Background: an optimization exercise with open tools, aiming at a short achievable clock period and few clock cycles. Do not read the settings as production practice.
At most, simulation tests tie the RTL to the original design; equivalence was not proved.

==> flow/design.v (excerpt) <==
module w450(mem_wr_data, mem_wr_addr, mem_wr_en, mem_rd_data1, mem_rd_addr1,
	mem_rd_data2, mem_rd_addr2, reset, clk);
Settings: LEC_CHECK=0, ABC_AREA=1, CAP_MARGIN=20, CORE_MARGIN=2, CORE_UTILIZATION=40, PLACE_DENSITY=0.6, SETUP_SLACK_MARGIN=2.5, SLEW_MARGIN=20; clock period 4.5 ns.
run.sh (not shown) runs the stock make flow with config.mk's settings and CLKGATE_MAP_FILE= SYNTH_SCRIPT=/design/flow/synth_recipe.tcl, a recipe that flattens the netlist after the stock synthesis.
Rerun with:
--- a/flow/design.v
+++ b/flow/design.v
@@ -41,38 +41,34 @@
 			rt[1] = sub & ~immop & ~d;
 			rt[2] = sub & (immop | d);
 			rt[3] = mov & (immop | d);
 			rt[4] = mov & ~immop & ~d;
 			dec = {immop, isbr, op[0], memwr, we, sa, sb, xs, rt};
 		end
 	endfunction
 	reg        c_immop, c_isbr, c_blt, c_memwr;
-	reg        c_movst;         
 	reg        c_nimm;          
 	reg [3:0]  c_we;
 	reg [3:0]  c_xs;
 	reg [4:0]  c_rt;
 	reg [4:0]  c_s0, c_s1, c_s2, c_s3;   
 	reg [7:0] a1;               
 	reg [7:0] a1n;              
 	reg [7:0] pc2, pc3, pc4;    
 	reg [7:0] a2;               
 	reg       v;                
 	reg [7:0] r0, r1, r2, r3;
 	reg [7:0] ra_q, rb_q;       
 	reg       wen;
-	reg [7:0] wdata;
+	reg [7:0] waddr, wdata;
 	reg [7:0] wdn;              
-	reg        wsdn;
-	reg  [7:0] rao;
-	wire       wnow = c_movst & ~wen;
-	assign mem_wr_en = wen | c_movst;
-	assign mem_wr_addr = r0;
-	assign mem_wr_data = wsdn ? ~rao : wdata;
+	assign mem_wr_en = wen;
+	assign mem_wr_addr = waddr;
+	assign mem_wr_data = wdata;
 	assign mem_rd_addr1 = a1;
 	assign mem_rd_addr2 = a2;
 	localparam BI = 4;
 	localparam BN = 1 << BI;
 	reg [BN-1:0] bt_v;
 	reg [7-BI:0] bt_tag [0:BN-1];
 	reg [7:0]    bt_op  [0:BN-1];
 	reg          fill;          
@@ -251,57 +247,54 @@
 			a1n <= 8'hff;
 			v <= 1'b0;
 			wen <= 1'b0;
 			fill <= 1'b0;
 			bhit <= 1'b0;
 			bt_v <= {BN{1'b0}};
 			c_isbr <= 1'b0;
 			c_memwr <= 1'b0;
-			c_movst <= 1'b0;
 			c_we <= 4'b0;
 			c_s0 <= 5'b0; c_s1 <= 5'b0; c_s2 <= 5'b0; c_s3 <= 5'b0;
 		end else begin
 			c_isbr <= dn[DW-2] & v_n;
 			c_memwr <= dn[DW-4] & v_n;
-			c_movst <= dn[DW-4] & dn[4] & v_n;
 			c_we <= n_we & {4{v_n}};
 			c_s0 <= n_rt & {5{n_we[0] & v_n}};
 			c_s1 <= n_rt & {5{n_we[1] & v_n}};
 			c_s2 <= n_rt & {5{n_we[2] & v_n}};
 			c_s3 <= n_rt & {5{n_we[3] & v_n}};
 			v <= v_n;
-			wen <= wen_n & ~wnow;
+			wen <= wen_n;
 			a1 <= a1_n;
 			a1n <= ~a1_n;
 			bhit <= lhit & ~pt;
 			fill <= taken & ~bhit;
 			if (!v & fill) bt_v[bpc[BI-1:0]] <= 1'b1;
 		end
 	end
 	always @(posedge clk) begin
 		c_immop <= n_immop;
 		c_nimm <= ~n_immop;
 		c_blt <= dn[DW-3];
 		c_rt <= n_rt;
 		c_xs <= n_xs;
 		ra_q <= ra_n;
-		rao <= ~ra_n;
-		wsdn <= ~(wen_n & ~wnow);
 		rb_q <= rb_n;
 		pc2 <= pc2_n;
 		pc3 <= pc3_n;
 		pc4 <= pc4_n;
 		a2 <= a2_n;
 		btop <= lop;
 		if (v & c_isbr) bpc <= pc2 - 8'd2;
 		if (!v & fill) begin
 			bt_tag[bpc[BI-1:0]] <= bpc[7:BI];
 			bt_op[bpc[BI-1:0]] <= d1;
 		end
+		waddr <= r0;
 		wdata <= res;
 		wdn <= ~res;
 		r0 <= r0_n;
 		r1 <= r1_n;
 		r2 <= r2_n;
 		r3 <= r3_n;
 	end
 endmodule
Outcome: The changed run finished clean; critical path depth rises by 1; non-clock buffer count came out lower by 142; maximum frequency climbs by 4.7%; synthesized cell count went down by 2.2%; sequential share of layout area rises by 2.8 points.
Testbench counts after the change, summed over its fixed seeds: cycles 21,021.
The RTL of the first run of this note was laid out without a check of its function.

==> what the ideal ports hide <==
No port has a modelled driver above. Below, the same layouts with a new extraction and two added sets of constraints.
Step 1: set_driving_cell puts a clkbuf_16 on clk and a buf_2 on each other input, an assumption about the parent block.
Step 2, shift: input delay + t, output delay - t, t = (earliest + latest rising clock arrival at the registers) / 2. This alone moves slack from input paths to output paths.
a / b / c = ideal ports / drivers / drivers and shift; a / b = the first two.
| run | shift t [ns] | slack for setup (ns) | latest minus earliest clock arrival (ns) |
|---|---|---|---|
| the first run | 0.645 | 2.040 / 2.040 / 1.559 | 0.024 / 0.024 |
| the second run | 0.651 | 2.151 / 2.036 / 1.385 | 0.028 / 0.027 |
After both steps setup and hold are still met in every run listed. The setup slack of the second run, which loses most, moves by -0.115 ns with the drivers and by -0.766 ns with both steps.
